This is an optimization exercise on Yosys and OpenROAD, whose aim is small area and a short achievable clock period, not a production implementation. The RTL was checked by simulation tests, not by an equivalence proof against the original design.

==> flow/config.mk <==
export PLATFORM = sky130hd
export DESIGN_NAME = sig_altmult_add
export DESIGN_NICKNAME = sig_altmult_add
export VERILOG_FILES = /design/flow/design.v
export SDC_FILE = /design/flow/constraint.sdc
export NUM_CORES = 4
export LEC_CHECK = 0
export CAP_MARGIN = 20
export CORE_MARGIN = 2
export CORE_UTILIZATION = 40
export SLEW_MARGIN = 20
==> flow/constraint.sdc <==
create_clock -name core_clock -period 7.0 [get_ports {clock}]
set_input_delay 1.4000 -clock core_clock [delete_from_list [all_inputs] [get_ports {clock}]]
set_output_delay 1.4000 -clock core_clock [all_outputs]
set_load 0.01 [all_outputs]
==> flow/design.v <==
module sig_altmult_add
(
	input signed [15:0] dataa, datab, datac, datad,
	input 		clock, aclr,
	output reg 	[32:0] result
);
	reg signed	[15:0] dataa_reg, datab_reg, datac_reg, datad_reg;
	reg signed	[31:0] mult0_result, mult1_result;
	always @ (posedge clock or posedge aclr) begin
    	if (aclr) begin
			dataa_reg <= {16{1'b0}};
			datab_reg <= {16{1'b0}};
			datac_reg <= {16{1'b0}};
			datad_reg <= {16{1'b0}};
			mult0_result <= {32{1'b0}};
			mult1_result <= {32{1'b0}};
			result <= {33{1'b0}};
		end
		else begin
			dataa_reg <= dataa;
			datab_reg <= datab;
			datac_reg <= datac;
			datad_reg <= datad;
			mult0_result <= dataa_reg * datab_reg;
			mult1_result <= datac_reg * datad_reg;
			result <= mult0_result + mult1_result;
		end
	end
endmodule
==> flow/run.sh <==
#!/bin/bash
# synth_recipe.tcl (not shown) runs the flow's synth.tcl, then flattens the netlist and writes it again
# the make line also repeats each setting of config.mk as NAME=value (left out here)
make -C /OpenROAD-flow-scripts/flow DESIGN_CONFIG=/design/flow/config.mk WORK_HOME=/design/flow/orfs CLKGATE_MAP_FILE= SYNTH_SCRIPT=/design/flow/synth_recipe.tcl finish
==> flow_summary.json <==
{
  "maxCapViolCount": 0,
  "viasPerCell": 4.95,
  "std_cell_rows": 92,
  "timing.final.hold_violations": 0,
  "synth_largest_area_cell": "fa_1",
  "via_count": 17400,
  "multi_input_area_um2": 18900,
  "synth_enable_flop_cells": 0,
  "routed_wl_um": 56700,
  "r2r_slack_ns": 0.33,
  "critPathTopFamily": "adder cells",
  "clock.fmax_mhz": 150,
  "cpPeakStageDelay_ns": 0.80,
  "synth_compound_area_share_pct": 6.37,
  "synth-seq-cells": 161,
  "postPlaceCellArea_um2": 27500,
  "synthAdderAreaFrac_pct": 50.8,
  "register_area_um2": 4030,
  "drtPass1Iterations": 5,
  "clk_latency_ns": 0.49,
  "start_util_pct": 40.5,
  "gr-total-overflow": 0,
  "avgSynthCellArea_um2": 9.83,
  "antenna_found_initial": 1,
  "grt_pass1_wl_um": 98200,
  "die_x_um": 257,
  "end_kind": "flip-flop",
  "regMostFlops": "result",
  "grt_max_degree": 61,
  "reg.largest.list": "result x33, mult0_result x32, mult1_result x32",
  "grt_usage_pct": 18.8,
  "period_share_pct": 95.3,
  "grt_pass1_vias": 19600,
  "ctsHoldBuffers": 0,
  "startpoint_type": "flip-flop",
  "skew_ns": 0.0222,
  "fill_cells": 6110,
  "setup_viol": 0,
  "worst_slew_pin_slew_ns": 0.779,
  "synth_commonest_cells": "inv_1 (617), fa_1 (525), nand2_1 (275)",
  "cts_num_sinks": 161,
  "reg2reg_from": "datab_reg[9]$_DFF_PP0_",
  "crit_path_frequent_cell": "fa_1",
  "cts_buffers": 17,
  "synth.top_cell.area_share_pct": 41.2,
  "async_flop_share_pct": 100,
  "antenna_left": 0,
  "cp.buffers_inverters": 5,
  "io_pins": 99,
  "synth_warnings": 1,
  "gp_congestion": 0.877,
  "hold_class": "reg -> reg",
  "synth_nets": 3383,
  "cts_root_buffer": "clkbuf_16",
  "first_iter_violations": 895,
  "cpMaxStageDelayCell": "dfrtp_1",
  "num_antenna_cells": 0,
  "tns_ns": 0,
  "wl_per_cell_um": 16.1,
  "finalNonFillerCells": 3521,
  "ys_top_cells_by_area": "fa_1 (41%), dfrtp_1 (16%), ha_1 (9.6%)",
  "ys.flop_type": "dfrtp_1",
  "synthCells": 2596,
  "coreArea_um2": 63100,
  "synthMuxAreaShare_pct": 0.196,
  "outcome": "finished clean",
  "rsz0062_at_grt": "no",
  "synth-xor-area-share_pct": 3.05,
  "critPathArrivalTime_ns": 7.03,
  "ctsLongestPathBuffers": 2,
  "slew_violations": 0,
  "cp-startpoint": "datab_reg[9]$_DFF_PP0_",
  "yosysMostFrequentCell": "inv_1",
  "seq_area_frac_synth_pct": 15.8,
  "drive_gt1_share_pct": 3.10,
  "syn2layout_area_growth_pct": 9.93,
  "die_h_um": 257,
  "hpwl_um": 47400,
  "synth_cell_type_count": 71,
  "synth-simple-area-share_pct": 13.6,
  "crit_chain": "nand2_1, fa_1, inv_1, fa_1, inv_1, fa_1, inv_1, fa_1, fa_1, inv_1, fa_1, inv_1, ha_1, a21o_1, a21o_1, a221o_1, a21oi_1, a21oi_1, o21ai_1, nor4bb_1, a311o_1",
  "min-delay-start": "mult0_result[0]$_DFF_PP0_",
  "drc_errors": 0,
  "largest_reg_flops": 33,
  "synth_top_family_by_area": "adder cells",
  "synthesis.area_um2": 25500,
  "cts.clk_slew.worst_paths_ns": 0.08,
  "die_area_um2": 65900,
  "crit_type": "reg -> reg",
  "design_area_um2": 28100,
  "relSlewSlack_pct": 48.1,
  "fin_crit_ns": 6.67,
  "cts_tree": "yes",
  "io_buffers": 98,
  "fin_nets": 3449,
  "placed_cells": 3489,
  "htree_levels": 4,
  "worstPathMaxFanout": 16,
  "critPathRequiredTime_ns": 7.36
}
[kinds of logic after synthesis]
| logic type | after synthesis |
|---|---|
| AO/OA/AOI/OAI | 232 |
| XOR/XNOR | 89 |
| adder cells (fa/ha/maj) | 721 |
| buffers and inverters | 693 |
| flip-flops | 161 |
| multiplexers | 5 |
| AND/OR/NAND/NOR | 695 |
[final timing paths]
kind	cells past startpoint	to
setup / recovery	21	mult0_result[29]$_DFF_PP0_
hold / removal	1	result[0]$_DFF_PP0_
setup reg to reg	21	mult0_result[29]$_DFF_PP0_
hold reg to reg	1	result[0]$_DFF_PP0_
max in group asynchronous	3	datac_reg[13]$_DFF_PP0_
min in group asynchronous	2	result[0]$_DFF_PP0_
[routing by layer]
metal,track usage (%),vias up,wire [um]
met5,0,-,0
met4,5.68,0,1160
met3,2.88,76,2720
met2,32.7,378,29100
met1,24.1,9060,23800
li1,-,7901,-
[final cells by class]
class	count	share of cell area, %
clock buffers	17	1.52
clock inverters	15	0.606
inverters	617	8.27
multi-input cells	1742	67.3
flip-flops and latches	161	14.4
well taps	846	3.77
repair buffers	123	4.16
[metrics by stage]
step / hold WS [ns] / worst slack (ns) / util [%]
4_1_cts: 0.501 / 0.271 / 44.5
5_1_grt: 0.510 / 0.0161 / 44.5
6_report: 0.492 / 0.332 / 44.5
3_3_place_gp: 0.480 / 0.469 / 43.5
3_5_place_dp: 0.479 / 0.329 / 43.5
2_1_floorplan: 0.443 / 0.721 / -
[what timing repair did]
| action | in CTS | in global routing |
|---|---|---|
| setup buffers | 0 | 0 |
| endpoints found under the setup margin | 0 | 1 |
| resized for setup | 0 | 2 |
[layout by cell type (no fill, tap or decap), types with 5 or more instances in the layout]
cell               n
a31oi_1           13
a21o_1            37
buf_4             25
fa_1             525
and3_1             5
and2_1           246
xnor2_1           66
mux2i_1            5
nor2_1            75
nor3_1            20
a21oi_1           59
clkbuf_16         17
nand3_1           17
inv_1            616
dfrtp_1          159
inv_6              7
a211oi_1          10
nand4_1            8
xor2_1            23
nand2b_1          17
o21ai_0           31
nand2_1          275
clkdlybuf4s50_1   98
o21bai_1           8
o21a_1            15
ha_1             196
o211ai_1           5
nor2b_1           12
[worst register-to-register path, stage by stage, from the launching register on]
cell	delay [ns]
dfrtp_1	0.80
nand2_1	0.17
fa_1	0.52
inv_1	0.05
fa_1	0.50
inv_1	0.06
fa_1	0.53
inv_1	0.05
fa_1	0.45
fa_1	0.49
inv_1	0.05
fa_1	0.48
inv_1	0.04
ha_1	0.33
a21o_1	0.22
a21o_1	0.18
a221o_1	0.36
a21oi_1	0.26
a21oi_1	0.15
o21ai_1	0.44
nor4bb_1	0.12
a311o_1	0.28

[separate check: timing with driven ports]
Ports are ideal in the flow. The routed layout listed here was re-timed in OpenROAD. Step 1 sets driving cells, clkbuf_16 on the clock port and buf_2 on the other inputs (assumed; they add their load-dependent delay and slew). Step 2 moves the port delays by t, midway between the first and last clock arrival at a register: inputs arrive t later, outputs are due t later. That takes back most of the time a late clock gives input paths. Slacks: no drivers / after step 1 / after step 2; pairs: no drivers / after step 1.
shift t [ns]: 0.539
slack for setup (ns): 0.332 / 0.332 / 0.332
worst setup path at the end: register to register
After both steps this run still meets setup and hold. The setup slack of this run moves by 0.000 ns with the drivers and by 0.000 ns with both steps.
